Background: an optimization exercise with open tools, aiming at small area, a short achievable clock period and few clock cycles. Do not read the settings as production practice. No functional check of the RTL was part of this run. Power is estimated from default activity; no workload was simulated.

### design/flow/config.mk
export PLATFORM = sky130hd
export DESIGN_NAME = Conv
export DESIGN_NICKNAME = Conv
export VERILOG_FILES = /design/flow/design.v
export SDC_FILE = /design/flow/constraint.sdc
export NUM_CORES = 4
export LEC_CHECK = 0
export CAP_MARGIN = 20
export CORE_MARGIN = 2
export CORE_UTILIZATION = 70
export CTS_BUF_LIST = sky130_fd_sc_hd__clkbuf_8
export CTS_CLUSTER_DIAMETER = 100
export CTS_CLUSTER_SIZE = 40
export SETUP_SLACK_MARGIN = 3.5
export SLEW_MARGIN = 20
### design/flow/constraint.sdc
create_clock -name core_clock -period 6.0 [get_ports {clk}]
set_input_delay 1.2000 -clock core_clock [delete_from_list [all_inputs] [get_ports {clk}]]
set_output_delay 1.2000 -clock core_clock [all_outputs]
set_load 0.01 [all_outputs]
### design/flow/design.v
module Conv(
  clk,
  rst_n,
  image_valid,
  filter_valid,
  in_data,
  out_valid,
  out_data
);
input clk,rst_n,image_valid,filter_valid;
input [2:0] in_data;
output [8:0] out_data;
output logic out_valid;
function automatic [5:0] m3(input [2:0] a, input [2:0] b);
  case ({a, b})
    6'd0: m3 = 6'd0;
    6'd1: m3 = 6'd0;
    6'd2: m3 = 6'd0;
    6'd3: m3 = 6'd0;
    6'd4: m3 = 6'd0;
    6'd5: m3 = 6'd0;
    6'd6: m3 = 6'd0;
    6'd7: m3 = 6'd0;
    6'd8: m3 = 6'd0;
    6'd9: m3 = 6'd1;
    6'd10: m3 = 6'd2;
    6'd11: m3 = 6'd3;
    6'd12: m3 = 6'd4;
    6'd13: m3 = 6'd5;
    6'd14: m3 = 6'd6;
    6'd15: m3 = 6'd7;
    6'd16: m3 = 6'd0;
    6'd17: m3 = 6'd2;
    6'd18: m3 = 6'd4;
    6'd19: m3 = 6'd6;
    6'd20: m3 = 6'd8;
    6'd21: m3 = 6'd10;
    6'd22: m3 = 6'd12;
    6'd23: m3 = 6'd14;
    6'd24: m3 = 6'd0;
    6'd25: m3 = 6'd3;
    6'd26: m3 = 6'd6;
    6'd27: m3 = 6'd9;
    6'd28: m3 = 6'd12;
    6'd29: m3 = 6'd15;
    6'd30: m3 = 6'd18;
    6'd31: m3 = 6'd21;
    6'd32: m3 = 6'd0;
    6'd33: m3 = 6'd4;
    6'd34: m3 = 6'd8;
    6'd35: m3 = 6'd12;
    6'd36: m3 = 6'd16;
    6'd37: m3 = 6'd20;
    6'd38: m3 = 6'd24;
    6'd39: m3 = 6'd28;
    6'd40: m3 = 6'd0;
    6'd41: m3 = 6'd5;
    6'd42: m3 = 6'd10;
    6'd43: m3 = 6'd15;
    6'd44: m3 = 6'd20;
    6'd45: m3 = 6'd25;
    6'd46: m3 = 6'd30;
    6'd47: m3 = 6'd35;
    6'd48: m3 = 6'd0;
    6'd49: m3 = 6'd6;
    6'd50: m3 = 6'd12;
    6'd51: m3 = 6'd18;
    6'd52: m3 = 6'd24;
    6'd53: m3 = 6'd30;
    6'd54: m3 = 6'd36;
    6'd55: m3 = 6'd42;
    6'd56: m3 = 6'd0;
    6'd57: m3 = 6'd7;
    6'd58: m3 = 6'd14;
    6'd59: m3 = 6'd21;
    6'd60: m3 = 6'd28;
    6'd61: m3 = 6'd35;
    6'd62: m3 = 6'd42;
    6'd63: m3 = 6'd49;
  endcase
endfunction
logic [2:0] f [0:8];     
logic [2:0] q [0:16];    
logic [5:0] cnt;         
logic [7:0] U1_s, U1_c;
logic [8:0] S_s, S_c;
logic [5:0] Z;           
logic [8:0] C;           
logic [8:0] M0, M1, M2;  
logic v0, v1;            
logic codd, first, last;  
wire u1_1 = (f[0][0] & q[16][0]) ^ (f[1][0] & q[15][0]) ^ (f[2][0] & q[14][0]);
wire u1_2 = ((f[0][0] & q[16][0]) ^ (f[1][0] & q[15][0])) ? (f[2][0] & q[14][0]) : (f[0][0] & q[16][0]);
wire u1_3 = (f[0][0] & q[16][1]) ^ (f[0][1] & q[16][0]) ^ (f[1][0] & q[15][1]);
wire u1_4 = ((f[0][0] & q[16][1]) ^ (f[0][1] & q[16][0])) ? (f[1][0] & q[15][1]) : (f[0][0] & q[16][1]);
wire u1_5 = (f[1][1] & q[15][0]) ^ (f[2][0] & q[14][1]) ^ (f[2][1] & q[14][0]);
wire u1_6 = ((f[1][1] & q[15][0]) ^ (f[2][0] & q[14][1])) ? (f[2][1] & q[14][0]) : (f[1][1] & q[15][0]);
wire u1_7 = (f[3][0] & q[8][1]) ^ (f[3][1] & q[8][0]) ^ u1_2;
wire u1_8 = ((f[3][0] & q[8][1]) ^ (f[3][1] & q[8][0])) ? u1_2 : (f[3][0] & q[8][1]);
wire u1_9 = u1_3 ^ u1_5;
wire u1_10 = u1_3 & u1_5;
wire u1_11 = (f[0][0] & q[16][2]) ^ (f[0][1] & q[16][1]) ^ (f[0][2] & q[16][0]);
wire u1_12 = ((f[0][0] & q[16][2]) ^ (f[0][1] & q[16][1])) ? (f[0][2] & q[16][0]) : (f[0][0] & q[16][2]);
wire u1_13 = (f[1][0] & q[15][2]) ^ (f[1][1] & q[15][1]) ^ (f[1][2] & q[15][0]);
wire u1_14 = ((f[1][0] & q[15][2]) ^ (f[1][1] & q[15][1])) ? (f[1][2] & q[15][0]) : (f[1][0] & q[15][2]);
wire u1_15 = (f[2][0] & q[14][2]) ^ (f[2][1] & q[14][1]) ^ (f[2][2] & q[14][0]);
wire u1_16 = ((f[2][0] & q[14][2]) ^ (f[2][1] & q[14][1])) ? (f[2][2] & q[14][0]) : (f[2][0] & q[14][2]);
wire u1_17 = (f[3][0] & q[8][2]) ^ (f[3][1] & q[8][1]) ^ (f[3][2] & q[8][0]);
wire u1_18 = ((f[3][0] & q[8][2]) ^ (f[3][1] & q[8][1])) ? (f[3][2] & q[8][0]) : (f[3][0] & q[8][2]);
wire u1_19 = u1_4 ^ u1_6 ^ u1_11;
wire u1_20 = (u1_4 ^ u1_6) ? u1_11 : u1_4;
wire u1_21 = u1_13 ^ u1_15 ^ u1_17;
wire u1_22 = (u1_13 ^ u1_15) ? u1_17 : u1_13;
wire u1_23 = u1_10 ^ u1_8 ^ u1_19;
wire u1_24 = (u1_10 ^ u1_8) ? u1_19 : u1_10;
wire u1_25 = (f[0][1] & q[16][2]) ^ (f[0][2] & q[16][1]) ^ (f[1][1] & q[15][2]);
wire u1_26 = ((f[0][1] & q[16][2]) ^ (f[0][2] & q[16][1])) ? (f[1][1] & q[15][2]) : (f[0][1] & q[16][2]);
wire u1_27 = (f[1][2] & q[15][1]) ^ (f[2][1] & q[14][2]) ^ (f[2][2] & q[14][1]);
wire u1_28 = ((f[1][2] & q[15][1]) ^ (f[2][1] & q[14][2])) ? (f[2][2] & q[14][1]) : (f[1][2] & q[15][1]);
wire u1_29 = (f[3][1] & q[8][2]) ^ (f[3][2] & q[8][1]) ^ u1_12;
wire u1_30 = ((f[3][1] & q[8][2]) ^ (f[3][2] & q[8][1])) ? u1_12 : (f[3][1] & q[8][2]);
wire u1_31 = u1_14 ^ u1_16 ^ u1_18;
wire u1_32 = (u1_14 ^ u1_16) ? u1_18 : u1_14;
wire u1_33 = u1_25 ^ u1_27 ^ u1_20;
wire u1_34 = (u1_25 ^ u1_27) ? u1_20 : u1_25;
wire u1_35 = u1_22 ^ u1_29 ^ u1_31;
wire u1_36 = (u1_22 ^ u1_29) ? u1_31 : u1_22;
wire u1_37 = u1_24 ^ u1_33;
wire u1_38 = u1_24 & u1_33;
wire u1_39 = (f[0][2] & q[16][2]) ^ (f[1][2] & q[15][2]) ^ (f[2][2] & q[14][2]);
wire u1_40 = ((f[0][2] & q[16][2]) ^ (f[1][2] & q[15][2])) ? (f[2][2] & q[14][2]) : (f[0][2] & q[16][2]);
wire u1_41 = (f[3][2] & q[8][2]) ^ u1_26 ^ u1_28;
wire u1_42 = ((f[3][2] & q[8][2]) ^ u1_26) ? u1_28 : (f[3][2] & q[8][2]);
wire u1_43 = u1_39 ^ u1_30 ^ u1_32;
wire u1_44 = (u1_39 ^ u1_30) ? u1_32 : u1_39;
wire u1_45 = u1_41 ^ u1_34 ^ u1_36;
wire u1_46 = (u1_41 ^ u1_34) ? u1_36 : u1_41;
wire u1_47 = u1_43 ^ u1_38;
wire u1_48 = u1_43 & u1_38;
wire u1_49 = u1_40 ^ u1_42 ^ u1_44;
wire u1_50 = (u1_40 ^ u1_42) ? u1_44 : u1_40;
wire u1_51 = u1_46 ^ u1_48;
wire u1_52 = u1_46 & u1_48;
wire [7:0] u1_a = {1'b0, u1_50, u1_49, u1_45, u1_35, u1_21, u1_9, (f[3][0] & q[8][0])};
wire [7:0] u1_b = {1'b0, u1_52, u1_51, u1_47, u1_37, u1_23, u1_7, u1_1};
wire s_1 = U1_c[0] ^ U1_s[0] ^ (f[4][0] & q[8][0]);
wire s_2 = (U1_c[0] ^ U1_s[0]) ? (f[4][0] & q[8][0]) : U1_c[0];
wire s_3 = (f[5][0] & q[7][0]) ^ (f[6][0] & q[1][0]) ^ (f[7][0] & q[0][0]);
wire s_4 = ((f[5][0] & q[7][0]) ^ (f[6][0] & q[1][0])) ? (f[7][0] & q[0][0]) : (f[5][0] & q[7][0]);
wire s_5 = U1_c[1] ^ U1_s[1] ^ (f[4][0] & q[8][1]);
wire s_6 = (U1_c[1] ^ U1_s[1]) ? (f[4][0] & q[8][1]) : U1_c[1];
wire s_7 = (f[4][1] & q[8][0]) ^ (f[5][0] & q[7][1]) ^ (f[5][1] & q[7][0]);
wire s_8 = ((f[4][1] & q[8][0]) ^ (f[5][0] & q[7][1])) ? (f[5][1] & q[7][0]) : (f[4][1] & q[8][0]);
wire s_9 = (f[6][0] & q[1][1]) ^ (f[6][1] & q[1][0]) ^ (f[7][0] & q[0][1]);
wire s_10 = ((f[6][0] & q[1][1]) ^ (f[6][1] & q[1][0])) ? (f[7][0] & q[0][1]) : (f[6][0] & q[1][1]);
wire s_11 = (f[7][1] & q[0][0]) ^ s_2 ^ s_4;
wire s_12 = ((f[7][1] & q[0][0]) ^ s_2) ? s_4 : (f[7][1] & q[0][0]);
wire s_13 = s_5 ^ s_7 ^ s_9;
wire s_14 = (s_5 ^ s_7) ? s_9 : s_5;
wire s_15 = U1_c[2] ^ U1_s[2] ^ (f[4][0] & q[8][2]);
wire s_16 = (U1_c[2] ^ U1_s[2]) ? (f[4][0] & q[8][2]) : U1_c[2];
wire s_17 = (f[4][1] & q[8][1]) ^ (f[4][2] & q[8][0]) ^ (f[5][0] & q[7][2]);
wire s_18 = ((f[4][1] & q[8][1]) ^ (f[4][2] & q[8][0])) ? (f[5][0] & q[7][2]) : (f[4][1] & q[8][1]);
wire s_19 = (f[5][1] & q[7][1]) ^ (f[5][2] & q[7][0]) ^ (f[6][0] & q[1][2]);
wire s_20 = ((f[5][1] & q[7][1]) ^ (f[5][2] & q[7][0])) ? (f[6][0] & q[1][2]) : (f[5][1] & q[7][1]);
wire s_21 = (f[6][1] & q[1][1]) ^ (f[6][2] & q[1][0]) ^ (f[7][0] & q[0][2]);
wire s_22 = ((f[6][1] & q[1][1]) ^ (f[6][2] & q[1][0])) ? (f[7][0] & q[0][2]) : (f[6][1] & q[1][1]);
wire s_23 = (f[7][1] & q[0][1]) ^ (f[7][2] & q[0][0]) ^ s_10;
wire s_24 = ((f[7][1] & q[0][1]) ^ (f[7][2] & q[0][0])) ? s_10 : (f[7][1] & q[0][1]);
wire s_25 = s_6 ^ s_8 ^ s_15;
wire s_26 = (s_6 ^ s_8) ? s_15 : s_6;
wire s_27 = s_17 ^ s_19 ^ s_21;
wire s_28 = (s_17 ^ s_19) ? s_21 : s_17;
wire s_29 = s_12 ^ s_14 ^ s_23;
wire s_30 = (s_12 ^ s_14) ? s_23 : s_12;
wire s_31 = s_25 ^ s_27;
wire s_32 = s_25 & s_27;
wire s_33 = U1_c[3] ^ U1_s[3] ^ (f[4][1] & q[8][2]);
wire s_34 = (U1_c[3] ^ U1_s[3]) ? (f[4][1] & q[8][2]) : U1_c[3];
wire s_35 = (f[4][2] & q[8][1]) ^ (f[5][1] & q[7][2]) ^ (f[5][2] & q[7][1]);
wire s_36 = ((f[4][2] & q[8][1]) ^ (f[5][1] & q[7][2])) ? (f[5][2] & q[7][1]) : (f[4][2] & q[8][1]);
wire s_37 = (f[6][1] & q[1][2]) ^ (f[6][2] & q[1][1]) ^ (f[7][1] & q[0][2]);
wire s_38 = ((f[6][1] & q[1][2]) ^ (f[6][2] & q[1][1])) ? (f[7][1] & q[0][2]) : (f[6][1] & q[1][2]);
wire s_39 = (f[7][2] & q[0][1]) ^ s_16 ^ s_18;
wire s_40 = ((f[7][2] & q[0][1]) ^ s_16) ? s_18 : (f[7][2] & q[0][1]);
wire s_41 = s_20 ^ s_22 ^ s_33;
wire s_42 = (s_20 ^ s_22) ? s_33 : s_20;
wire s_43 = s_35 ^ s_37 ^ s_24;
wire s_44 = (s_35 ^ s_37) ? s_24 : s_35;
wire s_45 = s_26 ^ s_28 ^ s_39;
wire s_46 = (s_26 ^ s_28) ? s_39 : s_26;
wire s_47 = s_41 ^ s_32 ^ s_30;
wire s_48 = (s_41 ^ s_32) ? s_30 : s_41;
wire s_49 = s_43 ^ s_45;
wire s_50 = s_43 & s_45;
wire s_51 = U1_c[4] ^ U1_s[4] ^ (f[4][2] & q[8][2]);
wire s_52 = (U1_c[4] ^ U1_s[4]) ? (f[4][2] & q[8][2]) : U1_c[4];
wire s_53 = (f[5][2] & q[7][2]) ^ (f[6][2] & q[1][2]) ^ (f[7][2] & q[0][2]);
wire s_54 = ((f[5][2] & q[7][2]) ^ (f[6][2] & q[1][2])) ? (f[7][2] & q[0][2]) : (f[5][2] & q[7][2]);
wire s_55 = s_34 ^ s_36 ^ s_38;
wire s_56 = (s_34 ^ s_36) ? s_38 : s_34;
wire s_57 = s_51 ^ s_53 ^ s_40;
wire s_58 = (s_51 ^ s_53) ? s_40 : s_51;
wire s_59 = s_42 ^ s_55 ^ s_44;
wire s_60 = (s_42 ^ s_55) ? s_44 : s_42;
wire s_61 = s_46 ^ s_57 ^ s_50;
wire s_62 = (s_46 ^ s_57) ? s_50 : s_46;
wire s_63 = s_48 ^ s_59;
wire s_64 = s_48 & s_59;
wire s_65 = U1_c[5] ^ U1_s[5] ^ s_52;
wire s_66 = (U1_c[5] ^ U1_s[5]) ? s_52 : U1_c[5];
wire s_67 = s_54 ^ s_56 ^ s_65;
wire s_68 = (s_54 ^ s_56) ? s_65 : s_54;
wire s_69 = s_58 ^ s_67 ^ s_60;
wire s_70 = (s_58 ^ s_67) ? s_60 : s_58;
wire s_71 = s_64 ^ s_62;
wire s_72 = s_64 & s_62;
wire s_73 = U1_c[6] ^ U1_s[6] ^ s_66;
wire s_74 = (U1_c[6] ^ U1_s[6]) ? s_66 : U1_c[6];
wire s_75 = s_68 ^ s_73 ^ s_70;
wire s_76 = (s_68 ^ s_73) ? s_70 : s_68;
wire s_77 = U1_c[7] ^ U1_s[7] ^ s_74;
wire s_78 = (U1_c[7] ^ U1_s[7]) ? s_74 : U1_c[7];
wire [8:0] s_a = {s_78, s_77, s_72, s_69, s_61, s_49, s_31, s_11, s_1};
wire [8:0] s_b = {1'b0, s_76, s_75, s_71, s_63, s_47, s_29, s_13, s_3};
wire c_1 = S_c[0] ^ S_s[0];
wire c_2 = S_c[0] & S_s[0];
wire c_3 = S_c[1] ^ S_s[1] ^ Z[1];
wire c_4 = (S_c[1] ^ S_s[1]) ? Z[1] : S_c[1];
wire c_5 = S_c[2] ^ S_s[2] ^ Z[2];
wire c_6 = (S_c[2] ^ S_s[2]) ? Z[2] : S_c[2];
wire c_7 = S_c[3] ^ S_s[3] ^ Z[3];
wire c_8 = (S_c[3] ^ S_s[3]) ? Z[3] : S_c[3];
wire c_9 = S_c[4] ^ S_s[4] ^ Z[4];
wire c_10 = (S_c[4] ^ S_s[4]) ? Z[4] : S_c[4];
wire c_11 = S_c[5] ^ S_s[5] ^ Z[5];
wire c_12 = (S_c[5] ^ S_s[5]) ? Z[5] : S_c[5];
wire c_13 = S_c[6] ^ S_s[6];
wire c_14 = S_c[6] & S_s[6];
wire c_15 = S_c[7] ^ S_s[7];
wire c_16 = S_c[7] & S_s[7];
wire c_17 = S_c[8] ^ S_s[8];
wire c_18 = S_c[8] & S_s[8];
wire [8:0] c_a = {c_16, c_14, c_13, c_10, c_8, c_6, c_4, c_2, Z[0]};
wire [8:0] c_b = {c_17, c_15, c_12, c_11, c_9, c_7, c_5, c_3, c_1};
wire csum_g0_0 = c_a[0] & c_b[0];
wire csum_p0_0 = c_a[0] ^ c_b[0];
wire csum_g0_1 = c_a[1] & c_b[1];
wire csum_p0_1 = c_a[1] ^ c_b[1];
wire csum_g0_2 = c_a[2] & c_b[2];
wire csum_p0_2 = c_a[2] ^ c_b[2];
wire csum_g0_3 = c_a[3] & c_b[3];
wire csum_p0_3 = c_a[3] ^ c_b[3];
wire csum_g0_4 = c_a[4] & c_b[4];
wire csum_p0_4 = c_a[4] ^ c_b[4];
wire csum_g0_5 = c_a[5] & c_b[5];
wire csum_p0_5 = c_a[5] ^ c_b[5];
wire csum_g0_6 = c_a[6] & c_b[6];
wire csum_p0_6 = c_a[6] ^ c_b[6];
wire csum_g0_7 = c_a[7] & c_b[7];
wire csum_p0_7 = c_a[7] ^ c_b[7];
wire csum_g0_8 = c_a[8] & c_b[8];
wire csum_p0_8 = c_a[8] ^ c_b[8];
wire csum_g1_1 = csum_g0_1 | (csum_p0_1 & csum_g0_0);
wire csum_g1_2 = csum_g0_2 | (csum_p0_2 & csum_g0_1);
wire csum_p1_2 = csum_p0_2 & csum_p0_1;
wire csum_g1_3 = csum_g0_3 | (csum_p0_3 & csum_g0_2);
wire csum_p1_3 = csum_p0_3 & csum_p0_2;
wire csum_g1_4 = csum_g0_4 | (csum_p0_4 & csum_g0_3);
wire csum_p1_4 = csum_p0_4 & csum_p0_3;
wire csum_g1_5 = csum_g0_5 | (csum_p0_5 & csum_g0_4);
wire csum_p1_5 = csum_p0_5 & csum_p0_4;
wire csum_g1_6 = csum_g0_6 | (csum_p0_6 & csum_g0_5);
wire csum_p1_6 = csum_p0_6 & csum_p0_5;
wire csum_g1_7 = csum_g0_7 | (csum_p0_7 & csum_g0_6);
wire csum_p1_7 = csum_p0_7 & csum_p0_6;
wire csum_g1_8 = csum_g0_8 | (csum_p0_8 & csum_g0_7);
wire csum_p1_8 = csum_p0_8 & csum_p0_7;
wire csum_g2_2 = csum_g1_2 | (csum_p1_2 & csum_g0_0);
wire csum_g2_3 = csum_g1_3 | (csum_p1_3 & csum_g1_1);
wire csum_g2_4 = csum_g1_4 | (csum_p1_4 & csum_g1_2);
wire csum_p2_4 = csum_p1_4 & csum_p1_2;
wire csum_g2_5 = csum_g1_5 | (csum_p1_5 & csum_g1_3);
wire csum_p2_5 = csum_p1_5 & csum_p1_3;
wire csum_g2_6 = csum_g1_6 | (csum_p1_6 & csum_g1_4);
wire csum_p2_6 = csum_p1_6 & csum_p1_4;
wire csum_g2_7 = csum_g1_7 | (csum_p1_7 & csum_g1_5);
wire csum_p2_7 = csum_p1_7 & csum_p1_5;
wire csum_g2_8 = csum_g1_8 | (csum_p1_8 & csum_g1_6);
wire csum_p2_8 = csum_p1_8 & csum_p1_6;
wire csum_g3_4 = csum_g2_4 | (csum_p2_4 & csum_g0_0);
wire csum_g3_5 = csum_g2_5 | (csum_p2_5 & csum_g1_1);
wire csum_g3_6 = csum_g2_6 | (csum_p2_6 & csum_g2_2);
wire csum_g3_7 = csum_g2_7 | (csum_p2_7 & csum_g2_3);
wire csum_g3_8 = csum_g2_8 | (csum_p2_8 & csum_g2_4);
wire csum_p3_8 = csum_p2_8 & csum_p2_4;
wire csum_g4_8 = csum_g3_8 | (csum_p3_8 & csum_g0_0);
wire [8:0] csum = {(csum_p0_8 ^ csum_g3_7), (csum_p0_7 ^ csum_g3_6), (csum_p0_6 ^ csum_g3_5), (csum_p0_5 ^ csum_g3_4), (csum_p0_4 ^ csum_g2_3), (csum_p0_3 ^ csum_g2_2), (csum_p0_2 ^ csum_g1_1), (csum_p0_1 ^ csum_g0_0), csum_p0_0};
wire [2:0] cc = cnt[2:0];
wire rodd = cnt[3] ^ (cc == 3'd0);
always_ff @(posedge clk) begin
  if (filter_valid) begin
    for (int k = 0; k < 8; k++) f[k] <= f[k+1];
    f[8] <= in_data;
  end
  if (image_valid) begin
    q[0] <= in_data;
    for (int k = 1; k < 17; k++) q[k] <= q[k-1];
    U1_s <= u1_a;
    U1_c <= u1_b;
  end
  S_s <= s_a;
  S_c <= s_b;
  Z <= m3(f[8], in_data);
  C <= csum;
  codd  <= ~cc[0];
  first <= ~rodd & cc[0];
  last  <= rodd & ~cc[0];
end
logic [8:0] mx;
wire gt = C > M0;
always_comb mx = gt ? C : M0;
always_ff @(posedge clk) begin
  if (v1) begin
    if (codd) begin
      M0 <= M1;
      M1 <= M2;
      M2 <= mx;
    end else if (first || gt) begin
      M0 <= C;
    end
  end
end
assign out_data = M2;
wire [2:0] row = cnt[5:3];
wire [2:0] col = cnt[2:0];
always_ff @(posedge clk or negedge rst_n) begin
  if (!rst_n) begin
    cnt <= 0;
    v0 <= 0;
    v1 <= 0;
    out_valid <= 0;
  end else begin
    if (image_valid) cnt <= cnt + 1;
    v0 <= image_valid & (row[2] | row[1]) & (col[2] | col[1]);
    v1 <= v0;
    out_valid <= v1 & last;
  end
end
endmodule
### design/flow/run.sh
#!/bin/bash
# synth_recipe.tcl (not shown) runs the flow's synth.tcl, then flattens the netlist and writes it again
# the make line also repeats each setting of config.mk as NAME=value (left out here)
make -C /OpenROAD-flow-scripts/flow DESIGN_CONFIG=/design/flow/config.mk WORK_HOME=/design/flow/orfs CLKGATE_MAP_FILE= SYNTH_SCRIPT=/design/flow/synth_recipe.tcl finish
==> qor.csv <==
stage,metric,value,unit
floorplan,I/O pin cnt,17,
timing,clock skew,10.7,ps
yosys,main flop type after synthesis,edfxtp_1,
cts,"Reg clk slew, reported paths",90,ps
global_route,grt ovf,0,
routing,vias,4857,
finish,filler cell count,585,
routing,initial DRC count,291,
timing,Worst Max-Slew Pin Slew,868,ps
pwr,peak supply drop,0.290,mV
worst_setup_path,Critical Path End Type,register,
worst_setup_path,CP dominant cell by count,maj3_2,
timing,Period minus WS final,2570,ps
outcome,outcome,finished clean,
floorplan,Rows,38,
yosys,Compound-Gate Fraction of Synth Area,4.48,%
yosys,sequential area share after synthesis,57.1,%
timing,RSZ-0062 raised after global routing,yes,
global_route,global-route wire length before repair,22.8,mm
pwr,switch share,33.3,%
global_route,vias in the first global route,4895,
worst_setup_path,startpoint types,register,
cts,CTS tree,built,
routing,Routed Wire Length,15.0,mm
cts,CTS max path bufs,2,
pwr,final total power,3.80,mW
yosys,mux contribution to synthesized area,2.82,%
finish,nets@finish,743,
worst_setup_path,"critical path, cell by cell",buf_4 > nand2_2 > xor2_2 > xnor2_1 > maj3_2 > maj3_2 > maj3_1 > ha_4,
global_route,gr usage total,25.7,%
yosys,largest family of logic cells by synthesized area,XOR/XNOR gates,
worst_setup_path,max incr delay on CP,480,ps
cts,clock root buffer,clkbuf_8,
timing,hold slack final,365,ps
finish,non-filler instance count after layout,853,
routing,DR vias/cell,5.69,
hold_path,Worst Hold Class,reg -> reg,
finish,final core occ,83.1,%
worst_setup_path,WP buf/inv,1,
run,max cap viols,0,
cts,Hold Buf Count CTS,0,
yosys,Yosys top cell by area,edfxtp_1,
yosys,Post-Synth XOR/XNOR Area,15.0,%
timing,Peak Freq,0.389,GHz
place,GPL Wtd Cong,0.899,
pwr,total power per unit cell area,420,nW/um^2
floorplan,Die H,110,microns
yosys,syn avg cell area,12.5,sq um
pwr,Seq pwr share,43.2,%
yosys,Synth Register Bits,162,
yosys,synthesized cell area,7840,sq um
global_route,most crowded layer after global routing,met2,
cts,Sink Count,162,
yosys,post-synthesis cell type count,39,
timing,# setup viols final,0,
yosys,top cell type's share of synthesized area,45.6,%
floorplan,Die ar.,12100,sq um
global_route,met1 GRT Util,31.2,%
yosys,Synth Area in Simple Gates,7.23,%
yosys,Post-synth top cells,"edfxtp_1 (119), nand2_1 (95), xnor2_1 (95), maj3_1 (40), xor2_1 (35)",
pwr,Int Power,2.53,mW
pwr,Comb pwr share,35.4,%
yosys,Synth async-reset ratio,5.56,%
yosys,"EDFF count, synth",119,
floorplan,Die Width,110,microns
cts,H-tree depth,4,
timing,period utilisation layout,42.9,%
worst_setup_path,maximum net fanout on the critical path,4,
timing,Final Hold Violating Endpoints,0,
timing,Slew headroom,42.1,%
global_route,GRT met3 Usage,8.30,%
cts,Inserted Clock Buffers,17,
routing,wire length per cell,17.6,microns
worst_setup_path,"delay-heaviest family, CP",adder cells,
cts,worst skew pair latency,480,ps
worst_setup_path,crit path kind,reg -> reg,
pwr,LEAKAGE,3.51,nW
finish,synth-to-layout area growth,15.4,%
worst_setup_path,required time worst endpoint,6240,ps
yosys,synth warn,3,
yosys,"count leader, synth",edfxtp_1,
place,PortBufs,16,
finish,# diodes,0,
place,HPWL after detailed placement,9.47,mm
yosys,Syn Inst Count,627,
place,placed cell count,778,
floorplan,Core Region,10900,sq um
floorplan,Starting Density,72.0,%
global_route,largest net degree at the start of global routing,41,
routing,First-pass DRT Iterations,5,
worst_setup_path,CP max-delay cell,edfxtp_1,
yosys,"top cells by area, synth","edfxtp_1 (46%), xnor2_1 (11%), dfxtp_1 (8.7%)",
routing,DRC violations left,0,
yosys,post-synthesis adder-cell area fraction,11.6,%
routing,Antenna Nets Post-Route,0,
pwr,Switch Pwr,1.27,mW
global_route,Global Route met2 Usage,42.2,%
global_route,initial antenna violation count,0,
timing,fin. max-slew vios,0,
worst_setup_path,Worst EP arrival,2810,ps
finish,share of cells above drive strength 1,21.3,%
yosys,syn nets,670,
pwr,Clk pwr share,21.3,%
timing,TNS Setup,0,ps
==> power groups by stage <==
stage               sequential (mW)  clock [mW]  combinational, mW
floorplan                      1.61           0               1.02
global placement               1.66           0               1.21
detailed placement             1.67           0               1.27
CTS                            1.64       0.822               1.31
global route                   1.67       0.864               1.50
finish                         1.64       0.810               1.35
==> cell type report <==
type | instances | area (sq um) | share of cell area (%)
multi-input combinational | 429 | 3400 | 37.6
clock buffer | 17 | 234 | 2.59
inverter | 30 | 113 | 1.24
tap | 140 | 175 | 1.94
clock inverter | 15 | 174 | 1.92
timing repair buffer | 60 | 473 | 5.23
sequential | 162 | 4480 | 49.5
==> path summary, 6_finish.rpt <==
| check | startpoint | to | slack, ps | cells past startpoint |
|---|---|---|---|---|
| max in group asynchronous | rst_n | cnt[4]$_DFFE_PN0P_ | 4710 | 1 |
| hold / removal | v0$_DFF_PN0_ | v1$_DFF_PN0_ | 360 | 0 |
| min in group asynchronous | rst_n | cnt[1]$_DFFE_PN0P_ | 1010 | 1 |
| setup reg to reg | q[8][1]$_DFFE_PP_ | U1_c[5]$_DFFE_PP_ | 3430 | 8 |
| hold reg to reg | v0$_DFF_PN0_ | v1$_DFF_PN0_ | 360 | 0 |
| setup / recovery | q[8][1]$_DFFE_PP_ | U1_c[5]$_DFFE_PP_ | 3430 | 8 |
==> repair_timing <==
action                     in CTS  in global routing
cloned                          0                  0
pin swaps                       6                 22
setup endpoints to repair      25                 28
buffers inserted               22                 21
gates resized for setup        24                 43
==> worst register-to-register path, stage by stage, from the launching register on <==
cell and delay (ps):
edfxtp_1 480, buf_4 180, nand2_2 90, xor2_2 190, xnor2_1 150, maj3_2 330
maj3_2 310, maj3_1 380, ha_4 230
==> registers in the layout (all words and copies together) (netlist names) <==
| signal | flops |
|---|---|
| q | 51 |
| f | 27 |
| C | 9 |
| M0 | 9 |
| M1 | 9 |
| M2 | 9 |
| S_c | 8 |
| S_s | 8 |
| U1_c | 7 |
| U1_s | 7 |
| Z | 6 |
| cnt | 6 |
| codd | 1 |
| first | 1 |
| last | 1 |
| out_valid | 1 |
| v0 | 1 |
| v1 | 1 |
==> per-stage QoR <==
step	setup WS [ps]	instance area, sq um
after CTS	3390	8750
after global placement	3080	8160
after detailed placement	2970	8150
after floorplan	3540	7840
after global routing	3280	9050
final	3430	9050
==> cells in the final DEF (no fill, tap or decap), drive strengths merged, types with 9 or more instances in the layout <==
master       count
inv             36
buf             46
nor2            22
xnor2           95
dfxtp           34
nand2           98
dlygate4sd2     11
edfxtp         119
clkbuf          17
mux2            17
a21oi           21
xor2            36
maj3            44
o21ai           21
ha              34
dfrtp            9
==> per-layer routing <==
metal  up-vias  part of all wire, %
li1       2311                    -
met1      2380                   42
met2       135                   51
met3        31                  4.0
met4         0                  2.6
met5         -                    0
==> cells by family (layout without fill, tap and decap cells) <==
family          after synthesis  after routing
compound gates               59             59
xor+xnor                    132            132
fa+ha+maj                    80             80
buf+inv                      36            122
flops                       162            162
mux                          20             20
simple gates                138            138

==> what the ideal ports hide <==
No port has a modelled driver above. Below, the same layout with a new extraction and two added sets of constraints.
Step 1 sets driving cells, clkbuf_16 on the clock port and buf_2 on the other inputs (assumed; they add their load-dependent delay and slew).
Step 2 moves the port delays by t, midway between the first and last clock arrival at a register: inputs arrive t later, outputs are due t later. That takes back most of the time a late clock gives input paths.
Three values: ideal, step 1, step 2; two values: the first two.
t, ns: 0.506
slack for setup (ns): 3.427 / 3.427 / 3.152
clock arrival spread, ns: 0.011 / 0.011
worst data-port slew with drivers (ns): 0.03
After both steps setup and hold are still met in this run. The setup slack of this run moves by 0.000 ns with the drivers and by -0.275 ns with both steps.
